What follows belongs to an exercise in optimizing a design on an open flow for small area, a short achievable clock period and few clock cycles per item; a production flow would make more cautious choices. Only simulation tests tie the RTL to the original design; equivalence was not proved. Power figures rest on the tool's default switching activity, not on a simulated workload.

$ cat design/flow/constraint.sdc
create_clock -name core_clock -period 9.0 [get_ports {clk}]
set_input_delay 1.8000 -clock core_clock [delete_from_list [all_inputs] [get_ports {clk}]]
set_output_delay 1.8000 -clock core_clock [all_outputs]
set_load 0.01 [all_outputs]
$ cat design/flow/config.mk
export PLATFORM = sky130hd
export DESIGN_NAME = MD5
export DESIGN_NICKNAME = MD5
export VERILOG_FILES = /design/flow/design.v
export SDC_FILE = /design/flow/constraint.sdc
export NUM_CORES = 8
export LEC_CHECK = 0
export CAP_MARGIN = 20
export CORE_MARGIN = 2
export CORE_UTILIZATION = 40
export SLEW_MARGIN = 20
$ cat design/flow/run.sh
#!/bin/bash
# synth_recipe.tcl (not shown) runs the flow's synth.tcl, then flattens the netlist and writes it again
# the make line also repeats each setting of config.mk as NAME=value (left out here)
make -C /OpenROAD-flow-scripts/flow DESIGN_CONFIG=/design/flow/config.mk WORK_HOME=/design/flow/orfs CLKGATE_MAP_FILE= SYNTH_SCRIPT=/design/flow/synth_recipe.tcl finish
$ cat design/flow/design.v
module MD5_core(
    input wire clk,
    input wire reset_n,
    input wire init,
    input wire next,
    input wire [511:0] block,
    output wire [127:0] digest,
    output wire ready
);
localparam A0 = 32'h67452301;
localparam B0 = 32'hefcdab89;
localparam C0 = 32'h98badcfe;
localparam D0 = 32'h10325476;
localparam CTRL_IDLE = 3'h0;
localparam CTRL_PIPE = 3'h1;
localparam CTRL_LOOP = 3'h2;
localparam CTRL_FINISH = 3'h3;
localparam NUM_ROUNDS = 64;
reg [31:0] h0_reg;
reg [31:0] h0_new;
reg [31:0] h1_reg;
reg [31:0] h1_new;
reg [31:0] h2_reg;
reg [31:0] h2_new;
reg [31:0] h3_reg;
reg [31:0] h3_new;
reg h_we;
reg [31:0] a_reg;
reg [31:0] a_new;
reg [31:0] b_reg;
reg [31:0] b_new;
reg [31:0] c_reg;
reg [31:0] c_new;
reg [31:0] d_reg;
reg [31:0] d_new;
reg a_d_we;
reg [31:0] pipe_b_reg;
reg [31:0] pipe_b_new;
reg ready_reg;
reg ready_new;
reg ready_we;
reg [31:0] block_reg [0:15];
reg block_we;
reg [6:0] round_ctr_reg;
reg [6:0] round_ctr_new;
reg round_ctr_inc;
reg round_ctr_rst;
reg round_ctr_we;
reg [2:0] MD5_core_ctrl_reg;
reg [2:0] MD5_core_ctrl_new;
reg MD5_core_ctrl_we;
reg init_state;
reg update_state;
reg init_round;
reg update_round;
function [31:0] F(
    input [31:0] b,
    input [31:0] c,
    input [31:0] d,
    input [5:0] round
);
    begin
        if (round < 16)
            F = (b & c) | ((~b) & d);
        else if ((round >= 16) && (round < 32))
            F = (d & b) | ((~d) & c);
        else if ((round >= 32) && (round < 48))
            F = b ^ c ^ d;
        else  
            F = c ^ (b | (~d));
    end
endfunction
function [31:0] K(
    input [5:0] round
);
    begin
        case (round)
            6'h00: K = 32'hd76aa478;
            6'h01: K = 32'he8c7b756;
            6'h02: K = 32'h242070db;
            6'h03: K = 32'hc1bdceee;
            6'h04: K = 32'hf57c0faf;
            6'h05: K = 32'h4787c62a;
            6'h06: K = 32'ha8304613;
            6'h07: K = 32'hfd469501;
            6'h08: K = 32'h698098d8;
            6'h09: K = 32'h8b44f7af;
            6'h0a: K = 32'hffff5bb1;
            6'h0b: K = 32'h895cd7be;
            6'h0c: K = 32'h6b901122;
            6'h0d: K = 32'hfd987193;
            6'h0e: K = 32'ha679438e;
            6'h0f: K = 32'h49b40821;
            6'h10: K = 32'hf61e2562;
            6'h11: K = 32'hc040b340;
            6'h12: K = 32'h265e5a51;
            6'h13: K = 32'he9b6c7aa;
            6'h14: K = 32'hd62f105d;
            6'h15: K = 32'h02441453;
            6'h16: K = 32'hd8a1e681;
            6'h17: K = 32'he7d3fbc8;
            6'h18: K = 32'h21e1cde6;
            6'h19: K = 32'hc33707d6;
            6'h1a: K = 32'hf4d50d87;
            6'h1b: K = 32'h455a14ed;
            6'h1c: K = 32'ha9e3e905;
            6'h1d: K = 32'hfcefa3f8;
            6'h1e: K = 32'h676f02d9;
            6'h1f: K = 32'h8d2a4c8a;
            6'h20: K = 32'hfffa3942;
            6'h21: K = 32'h8771f681;
            6'h22: K = 32'h6d9d6122;
            6'h23: K = 32'hfde5380c;
            6'h24: K = 32'ha4beea44;
            6'h25: K = 32'h4bdecfa9;
            6'h26: K = 32'hf6bb4b60;
            6'h27: K = 32'hbebfbc70;
            6'h28: K = 32'h289b7ec6;
            6'h29: K = 32'heaa127fa;
            6'h2a: K = 32'hd4ef3085;
            6'h2b: K = 32'h04881d05;
            6'h2c: K = 32'hd9d4d039;
            6'h2d: K = 32'he6db99e5;
            6'h2e: K = 32'h1fa27cf8;
            6'h2f: K = 32'hc4ac5665;
            6'h30: K = 32'hf4292244;
            6'h31: K = 32'h432aff97;
            6'h32: K = 32'hab9423a7;
            6'h33: K = 32'hfc93a039;
            6'h34: K = 32'h655b59c3;
            6'h35: K = 32'h8f0ccc92;
            6'h36: K = 32'hffeff47d;
            6'h37: K = 32'h85845dd1;
            6'h38: K = 32'h6fa87e4f;
            6'h39: K = 32'hfe2ce6e0;
            6'h3a: K = 32'ha3014314;
            6'h3b: K = 32'h4e0811a1;
            6'h3c: K = 32'hf7537e82;
            6'h3d: K = 32'hbd3af235;
            6'h3e: K = 32'h2ad7d2bb;
            6'h3f: K = 32'heb86d391;
        endcase
    end
endfunction
function [31:0] rotate(
    input [31:0] x,
    input [5:0] round
);
    begin
        if (round < 16)
            case (round[1:0])
                0: rotate = {x[24:0], x[31:25]};     
                1: rotate = {x[19:0], x[31:20]};     
                2: rotate = {x[14:0], x[31:15]};     
                3: rotate = {x[09:0], x[31:10]};     
            endcase
        else if ((round >= 16) && (round < 32))
            case (round[1:0])
                0: rotate = {x[26:0], x[31:27]};     
                1: rotate = {x[22:0], x[31:23]};     
                2: rotate = {x[17:0], x[31:18]};     
                3: rotate = {x[11:0], x[31:12]};     
            endcase
        else if ((round >= 32) && (round < 48))
            case (round[1:0])
                0: rotate = {x[27:0], x[31:28]};     
                1: rotate = {x[20:0], x[31:21]};     
                2: rotate = {x[15:0], x[31:16]};     
                3: rotate = {x[08:0], x[31:09]};     
            endcase
        else   
            case (round[1:0])
                0: rotate = {x[25:0], x[31:26]};     
                1: rotate = {x[21:0], x[31:22]};     
                2: rotate = {x[16:0], x[31:17]};     
                3: rotate = {x[10:0], x[31:11]};     
            endcase
    end
endfunction
function [3:0] G(
    input [5:0] round
);
    begin
        case (round)
            6'h00: G = 0;
            6'h01: G = 1;
            6'h02: G = 2;
            6'h03: G = 3;
            6'h04: G = 4;
            6'h05: G = 5;
            6'h06: G = 6;
            6'h07: G = 7;
            6'h08: G = 8;
            6'h09: G = 9;
            6'h0a: G = 10;
            6'h0b: G = 11;
            6'h0c: G = 12;
            6'h0d: G = 13;
            6'h0e: G = 14;
            6'h0f: G = 15;
            6'h10: G = 1;
            6'h11: G = 6;
            6'h12: G = 11;
            6'h13: G = 0;
            6'h14: G = 5;
            6'h15: G = 10;
            6'h16: G = 15;
            6'h17: G = 4;
            6'h18: G = 9;
            6'h19: G = 14;
            6'h1a: G = 3;
            6'h1b: G = 8;
            6'h1c: G = 13;
            6'h1d: G = 2;
            6'h1e: G = 7;
            6'h1f: G = 12;
            6'h20: G = 5;
            6'h21: G = 8;
            6'h22: G = 11;
            6'h23: G = 14;
            6'h24: G = 1;
            6'h25: G = 4;
            6'h26: G = 7;
            6'h27: G = 10;
            6'h28: G = 13;
            6'h29: G = 0;
            6'h2a: G = 3;
            6'h2b: G = 6;
            6'h2c: G = 9;
            6'h2d: G = 12;
            6'h2e: G = 15;
            6'h2f: G = 2;
            6'h30: G = 0;
            6'h31: G = 7;
            6'h32: G = 14;
            6'h33: G = 5;
            6'h34: G = 12;
            6'h35: G = 3;
            6'h36: G = 10;
            6'h37: G = 1;
            6'h38: G = 8;
            6'h39: G = 15;
            6'h3a: G = 6;
            6'h3b: G = 13;
            6'h3c: G = 4;
            6'h3d: G = 11;
            6'h3e: G = 2;
            6'h3f: G = 9;
        endcase
    end
endfunction
function [31:0] byteflip(
    input [31:0] w
);
    begin
        byteflip = {w[7:0], w[15:8], w[23:16], w[31:24]};
    end
endfunction
assign ready = ready_reg;
assign digest = {byteflip(h0_reg), byteflip(h1_reg),
                 byteflip(h2_reg), byteflip(h3_reg)};
always @(posedge clk or negedge reset_n) begin: reg_update
    integer i;
    if (!reset_n) begin
        for (i = 0; i < 16; i = i + 1) 
            block_reg[i] <= 32'h0;
        h0_reg <= 32'h0;
        h1_reg <= 32'h0;
        h2_reg <= 32'h0;
        h3_reg <= 32'h0;
        a_reg <= 32'h0;
        b_reg <= 32'h0;
        c_reg <= 32'h0;
        d_reg <= 32'h0;
        pipe_b_reg <= 32'h0;
        ready_reg <= 1'h1;
        round_ctr_reg <= 7'h0;
        MD5_core_ctrl_reg <= CTRL_IDLE;
    end
    else begin
        pipe_b_reg <= pipe_b_new;
        if (ready_we)
            ready_reg <= ready_new;
        if (block_we) begin
            block_reg[00] <= block[511:480];
            block_reg[01] <= block[479:448];
            block_reg[02] <= block[447:416];
            block_reg[03] <= block[415:384];
            block_reg[04] <= block[383:352];
            block_reg[05] <= block[351:320];
            block_reg[06] <= block[319:288];
            block_reg[07] <= block[287:256];
            block_reg[08] <= block[255:224];
            block_reg[09] <= block[223:192];
            block_reg[10] <= block[191:160];
            block_reg[11] <= block[159:128];
            block_reg[12] <= block[127:096];
            block_reg[13] <= block[095:064];
            block_reg[14] <= block[063:032];
            block_reg[15] <= block[031:000];
        end
        if (h_we) begin
            h0_reg <= h0_new;
            h1_reg <= h1_new;
            h2_reg <= h2_new;
            h3_reg <= h3_new;
        end
        if (a_d_we) begin
            a_reg <= a_new;
            b_reg <= b_new;
            c_reg <= c_new;
            d_reg <= d_new;
        end
        if (round_ctr_we)
            round_ctr_reg <= round_ctr_new;
        if (MD5_core_ctrl_we)
            MD5_core_ctrl_reg <= MD5_core_ctrl_new;
    end
end
always @(*) begin: MD5_dp
    reg [31:0] f;
    reg [31:0] k;
    reg [3:0] g;
    reg [31:0] w;
    reg [31:0] tmp_b0;
    reg [31:0] lr;
    reg [31:0] tmp_b2;
    h0_new = 32'h0;
    h1_new = 32'h0;
    h2_new = 32'h0;
    h3_new = 32'h0;
    h_we = 1'h0;
    a_new = 32'h0;
    b_new = 32'h0;
    c_new = 32'h0;
    d_new = 32'h0;
    a_d_we = 1'h0;
    f = F(b_reg, c_reg, d_reg, round_ctr_reg[5:0]);
    g = G(round_ctr_reg[5:0]);
    w = block_reg[g];
    k = K(round_ctr_reg[5:0]);
    tmp_b0 = a_reg + f + w + k;
    pipe_b_new = tmp_b0;
    lr = rotate(pipe_b_reg, round_ctr_reg[5:0]);
    tmp_b2 = lr + b_reg;
    if (init_state) begin
        h0_new = A0;
        h1_new = B0;
        h2_new = C0;
        h3_new = D0;
        h_we = 1'h1;
    end
    if (update_state) begin
        h0_new = h0_reg + a_reg;
        h1_new = h1_reg + b_reg;
        h2_new = h2_reg + c_reg;
        h3_new = h3_reg + d_reg;
        h_we = 1'h1;
    end
    if (init_round) begin
        a_new = h0_reg;
        b_new = h1_reg;
        c_new = h2_reg;
        d_new = h3_reg;
        a_d_we = 1'h1;
    end
    if (update_round) begin
        a_new = d_reg;
        b_new = tmp_b2;
        c_new = b_reg;
        d_new = c_reg;
        a_d_we = 1'h1;
    end
end
always @(*) begin: round_ctr
    round_ctr_new = 7'h0;
    round_ctr_we = 1'h0;
    if (round_ctr_rst) begin
        round_ctr_new = 7'h0;
        round_ctr_we = 1'h1;
    end
    if (round_ctr_inc) begin
        round_ctr_new = round_ctr_reg + 1'h1;
        round_ctr_we = 1'h1;
    end
end
always @(*) begin: MD5_core_ctrl
    ready_new = 1'h0;
    ready_we = 1'h0;
    block_we = 1'h0;
    round_ctr_inc = 1'h0;
    round_ctr_rst = 1'h0;
    init_state = 1'h0;
    update_state = 1'h0;
    init_round = 1'h0;
    update_round = 1'h0;
    MD5_core_ctrl_new = CTRL_IDLE;
    MD5_core_ctrl_we = 1'h0;
    case (MD5_core_ctrl_reg) 
        CTRL_IDLE: begin
            if (init) begin
                init_state = 1'h1;
            end
            if (next) begin
                init_round = 1'h1;
                block_we = 1'h1;
                round_ctr_rst = 1'h1;
                ready_new = 1'h0;
                ready_we = 1'h1;
                MD5_core_ctrl_new = CTRL_PIPE;
                MD5_core_ctrl_we = 1'h1;
            end
        end
        CTRL_PIPE: begin
            MD5_core_ctrl_new = CTRL_LOOP;
            MD5_core_ctrl_we = 1'h1;
        end
        CTRL_LOOP: begin
            if (round_ctr_reg < 64) begin
                update_round = 1'h1;
                round_ctr_inc = 1'h1;
                MD5_core_ctrl_new = CTRL_PIPE;
                MD5_core_ctrl_we = 1'h1;
            end
            else begin
                update_state = 1'h1;
                ready_new = 1'h1;
                ready_we = 1'h1;
                MD5_core_ctrl_new = CTRL_IDLE;
                MD5_core_ctrl_we = 1'h1;
            end
        end
        default: begin
        end
    endcase
end
endmodule
module MD5(
    input wire clk,
    input wire reset_n,
    input wire cs,
    input wire we,
    input wire [7:0] address,
    input wire [31:0] write_data,
    output wire [31:0] read_data
);
localparam ADDR_NAME0 = 8'h00;
localparam ADDR_NAME1 = 8'h01;
localparam ADDR_VERSION = 8'h02;
localparam ADDR_CTRL = 8'h08;
localparam CTRL_INIT_BIT = 0;
localparam CTRL_NEXT_BIT = 1;
localparam ADDR_STATUS = 8'h09;
localparam STATUS_READY_BIT = 0;
localparam ADDR_BLOCK0 = 8'h20;
localparam ADDR_BLOCK15 = 8'h2f;
localparam ADDR_DIGEST0 = 8'h40;
localparam ADDR_DIGEST3 = 8'h43;
localparam CORE_NAME0 = 32'h6d643520;    
localparam CORE_NAME1 = 32'h68617368;    
localparam CORE_VERSION = 32'h302e3120;  
reg init_reg;
reg init_new;
reg next_reg;
reg next_new;
reg [31:0] block_reg [0:15];
reg block_we;
reg [31:0] tmp_read_data;
wire core_ready;
wire [511:0] core_block;
wire [127:0] core_digest;
assign read_data = tmp_read_data;
assign core_block = {block_reg[0],  block_reg[1],  block_reg[2],  block_reg[3],
                     block_reg[4],  block_reg[5],  block_reg[6],  block_reg[7],
                     block_reg[8],  block_reg[9],  block_reg[10], block_reg[11],
                     block_reg[12], block_reg[13], block_reg[14], block_reg[15]};
MD5_core core(
    .clk(clk),
    .reset_n(reset_n),
    .init(init_reg),
    .next(next_reg),
    .block(core_block),
    .digest(core_digest),
    .ready(core_ready)
);
always @(posedge clk or negedge reset_n) begin: reg_update
    integer i;
    if (!reset_n) begin
        for (i = 0; i < 16; i = i + 1) 
            block_reg[i] <= 32'h0;
        init_reg <= 1'h0;
        next_reg <= 1'h0;
    end
    else begin
        init_reg <= init_new;
        next_reg <= next_new;
        if (block_we)
            block_reg[address[3:0]] <= write_data;
    end
end  
always @(*) begin: api
    init_new = 1'h0;
    next_new = 1'h0;
    block_we = 1'h0;
    tmp_read_data = 32'h0;
    if (cs) begin
        if (we) begin
            if (core_ready) begin
                if (address == ADDR_CTRL) begin
                    init_new = write_data[CTRL_INIT_BIT];
                    next_new = write_data[CTRL_NEXT_BIT];
                end
                if ((address >= ADDR_BLOCK0) && (address <= ADDR_BLOCK15))
                    block_we = 1'h1;
            end
        end
        else begin
            case (address)
                ADDR_NAME0: tmp_read_data = CORE_NAME0;
                ADDR_NAME1: tmp_read_data = CORE_NAME1;
                ADDR_VERSION: tmp_read_data = CORE_VERSION;
                ADDR_STATUS: tmp_read_data = {31'h0, core_ready};
                default: begin
                end
            endcase  
            if ((address >= ADDR_DIGEST0) && (address <= ADDR_DIGEST3))
                tmp_read_data = core_digest[(3 - (address - ADDR_DIGEST0))*32 +: 32];
        end
    end
end  
endmodule    
==> impl_summary.log <==
INFO  metric flow.area_growth_from_synthesis = 11.6%
INFO  metric skew_pair_late_insertion_delay = 0.82 ns
INFO  metric postSynthRegisterBits = 1324
INFO  metric finalWorstSetupSlack = 0.441 ns
INFO  metric grt.met2_usage = 43.5%
INFO  metric report.final.hold_viol_count = 0
INFO  metric cts.htree.levels = 4
INFO  metric critPathBufInv = 5
INFO  metric layout.nets = 7761
INFO  metric holdPathStages = 2
INFO  metric setup.reg_to_reg.worst_slack = 0.44 ns
INFO  metric slew_headroom = 17.1%
INFO  metric finalClockSkew = 0.0725 ns
INFO  metric worst_path_max_delay_cell = nor3_4
INFO  metric detailedRoute.firstIterationViolations = 6880
INFO  metric final_core_util = 44.8%
INFO  metric grt_antenna_before_repair = 5
INFO  metric synthesis.area_per_instance = 9.34 sq um
INFO  metric synth_edf_count = 0
INFO  metric hold-path-endpoint = core.block_reg[12][7]
INFO  metric worst_path_class_setup = flop to flop
INFO  metric slew_violations = 0
INFO  metric fp.coreArea = 0.176 sq mm
INFO  metric first_global_vias = 56800
INFO  metric hold_slack = 0.410 ns
INFO  metric hp-class = flop to flop
INFO  metric max_cap_violations = 0
INFO  metric root_buffer_master = clkbuf_16
INFO  metric rr_worst_depth = 28
INFO  metric ys.warnings.count = 4
INFO  metric post_cts_hold_buffer_count = 0
INFO  metric final_layout_size_suffix_gt1_share = 13.4%
INFO  metric ys.flop_type = dfrtp_1
INFO  metric die_w = 424 microns
INFO  metric routabilityCongestion = 0.969
INFO  metric peakVddDrop = 0.157 mV
INFO  metric final-setup-viol-count = 0
INFO  metric crit_path_end_kind = flop
INFO  metric ant_nets = 0
INFO  metric cp_data_required_time = 9.68 ns
INFO  metric status = complete, no violations
INFO  metric sink_count_of_the_clock_tree = 1324
INFO  metric critical_path.max_fanout = 14
INFO  metric gr-usage-all-layers = 27.3%
INFO  metric met1_usage = 37.2%
INFO  metric critPathTopFamily = simple AND/OR/NAND/NOR gates
INFO  metric post-layout-total-power = 0.0124 W
INFO  metric rows = 154
INFO  metric tns = 0 ns
INFO  metric io_buffer_count = 75
INFO  metric grt_pass1_wl = 374000 microns
INFO  metric place_ws = 0.724 ns
INFO  metric vias = 58300
INFO  metric total_leakage_power = 38.7 nW
INFO  metric die_h = 424 microns
INFO  metric via_per_inst = 5.89
INFO  metric synth_area = 0.0707 sq mm
INFO  metric route.detailed.drc = 0
INFO  metric synth.distinct_cells = 94
INFO  metric post_drt_wl_per_cell = 25.1 microns
INFO  metric tightest_slew = 1.24 ns
INFO  metric largest_net_degree_at_the_start_of_global_routing = 211
INFO  metric filler_cell_count = 16800
INFO  metric num_io_pins = 76
INFO  metric grt_overflow = 0
INFO  metric cts-resized-gates = 0
INFO  metric cts_setup_buffers = 0
INFO  metric r2r-start = core.round_ctr_reg[1]
INFO  metric cpMostUsedCell = buf_4
INFO  metric setup_repair_after_global_routing_missed_its_margin = no
INFO  metric async_flop_share = 100%
INFO  metric cts_buffers = 147
INFO  metric cts.reportedPaths.clkPinSlew = 0.06 ns
INFO  metric tritoncts = done
INFO  metric pre_antenna_drt_iters = 10
INFO  metric category_of_the_worst_setup_path_launch_point = flop
INFO  metric start_util = 40.2%
INFO  metric hold_path_startpoint = block_reg[12][7]
INFO  metric grt_busiest_layer = met2
INFO  metric clockBufferDepth = 3
INFO  metric crit_arrival = 9.24 ns
INFO  metric fp.dieArea = 0.180 sq mm
INFO  metric power.density_cell_area = 157 mW/mm^2
INFO  metric syn_inst_count = 7564
INFO  metric mappedNetlistNets = 7889
INFO  metric max_stage_delay = 0.82 ns
INFO  metric final_min_period_over_clock_period = 95.1%
INFO  metric groute.layer.met3.usage = 4.21%
INFO  metric timing.final.crit_period = 8.56 ns
INFO  metric post-dp-hpwl = 161000 microns
INFO  metric terminus_of_the_critical_flop_to_flop_path = core.pipe_b_reg[28]
INFO  metric clock.fmax = 117 MHz
INFO  metric postRouteWirelength = 249000 microns
INFO  metric seq_area_frac_synth = 46.9%
## cell usage after synthesis, drive strengths merged (10+ instances only)
cell | number | share of area, %
mux2 | 514 | 8.2
ha | 214 | 3.8
dfrtp | 1323 | 47
o21ai | 329 | 2.3
a31oi | 176 | 1.6
o211ai | 78 | 0.83
o22a | 10 | 0.12
a22o | 40 | 0.50
a311oi | 15 | 0.21
and2 | 16 | 0.14
a221oi | 64 | 0.80
or2 | 37 | 0.33
nor3 | 46 | 0.34
nand4 | 41 | 0.36
buf | 106 | 0.60
o21a | 26 | 0.28
mux2i | 17 | 0.24
nand2b | 39 | 0.35
and3 | 52 | 0.46
clkbuf | 369 | 2.0
a22oi | 62 | 0.66
o31ai | 10 | 0.11
nor3b | 10 | 0.11
o21bai | 28 | 0.30
a21oi | 365 | 2.6
xnor2 | 116 | 1.4
a21o | 67 | 0.71
mux4 | 40 | 1.3
a211oi | 82 | 0.87
o22ai | 15 | 0.13
a41oi | 11 | 0.16
nor2 | 434 | 2.3
a211o | 15 | 0.19
inv | 156 | 0.83
nand2 | 2140 | 11
o311ai | 14 | 0.17
xor2 | 76 | 0.94
a222oi | 71 | 1.0
or3 | 28 | 0.25
nand3 | 111 | 0.79
nor2b | 19 | 0.18
fa | 67 | 1.9
## worst max path at each step
stage                     cells after the start                   from  slack (ns)                  end
after floorplan                              28  core.round_ctr_reg[0]        2.00  core.pipe_b_reg[31]
after global placement                       26  core.round_ctr_reg[0]        0.85  core.pipe_b_reg[31]
after detailed placement                     27  core.round_ctr_reg[1]        0.72  core.pipe_b_reg[31]
after CTS                                    28  core.round_ctr_reg[1]        0.67  core.pipe_b_reg[28]
after global routing                         28  core.round_ctr_reg[1]        0.14  core.pipe_b_reg[28]
final                                        28  core.round_ctr_reg[1]        0.44  core.pipe_b_reg[28]
## final cells by class
cell class	instances	area (sq um)	area share, %
multi-input cells	5609	35400	44.9
flip-flops and latches	1324	33100	42.0
clock buffers	215	4320	5.47
well taps	2340	2930	3.71
repair buffers	198	1810	2.30
clock inverters	46	709	0.899
inverters	156	586	0.742
diodes	4	10.0	0.0127
## placed cells by master, fill, tap and decap left out, types with 41 or more instances in the layout
master and n:
nand4_1 41, and3_1 52, clkbuf_16 149, a31oi_1 175, a21oi_1 362, nor2_1 421, o211ai_1 78, buf_4 111
ha_1 214, fa_1 67, nand3_1 106, dfrtp_1 1319, a222oi_1 71, a22oi_1 62, mux2_2 513, a21o_1 67
o21ai_0 297, nand2_1 2125, a221oi_1 63, nor3_1 43, clkdlybuf4s50_1 72, inv_1 152, xor2_1 76, xnor2_1 116
a211oi_1 82
## layer usage
| metal | vias up | routed length [microns] |
|---|---|---|
| met3 | 508 | 16400 |
| met2 | 2261 | 116000 |
| met4 | 4 | 10200 |
| li1 | 26100 | - |
| met1 | 29400 | 106000 |
| met5 | - | 34 |
## kinds of logic (layout without fill, tap and decap cells)
| family | count (synthesis) | count (layout) | share of synthesized area (%) |
|---|---|---|---|
| flip-flops | 1324 | 1324 | 46.9 |
| XOR/XNOR | 192 | 192 | 2.38 |
| buffers and inverters | 631 | 615 | 3.39 |
| multiplexers | 571 | 571 | 9.70 |
| adder cells (fa/ha/maj) | 284 | 284 | 5.73 |
| AO/OA/AOI/OAI | 1559 | 1559 | 14.6 |
| other | 0 | 4 | 0 |
| AND/OR/NAND/NOR | 3003 | 3003 | 17.3 |
## metrics by stage
stage,instance area (sq um),std cells
4_1_cts,78900,9886
3_3_place_gp,73800,9624
6_report,78900,9892
5_1_grt,78900,9889
3_5_place_dp,73800,9625
2_1_floorplan,70700,7564
## report_power, final
group          internal, W  switching [W]  leakage [nW]  total, W
registers          0.00595              0          18.4   0.00595
logic            0.0000365       0.000187          17.8  0.000223
clock network      0.00357        0.00264          2.45   0.00621
## worst reg2reg max path, delay by kind of cell, from the launching register on
family	cells	cell delay (ns)
buffers and inverters	5	1.02
and+or+nand+nor	9	2.67
adders and majority gates	4	2.06
DFF	1	0.34
AOI/OAI and AO/OA	10	2.40
Testbench counts, summed over its fixed seeds: cycles 29,631, blocks 192.

-- port drivers added, routing unchanged --
How much do the figures lean on ideal ports? The routed layout below was timed once more, with nothing changed but the port constraints. Step 1: set_driving_cell puts a clkbuf_16 on clk and a buf_2 on each other input, an assumption about the parent block. Step 2 adds t to the input delays and takes it off the output delays; t is the mean of the earliest and latest rising clock arrival at the registers after step 1. Input paths then give back, and output paths get back, about the clock's delay inside the block. Slacks: ideal ports / drivers / drivers and shift; pairs: ideal ports / drivers.
shift t [ns]: 0.879
slack for setup (ns): 0.441 / 0.441 / 0.441
worst setup path after step 2: register to register
slew at the worst register clock pin (ns): 0.07 / 0.07
worst data-port slew with drivers (ns): 0.12
After both steps setup and hold are still met in this run. The setup slack of this run moves by 0.000 ns with the drivers and by 0.000 ns with both steps.
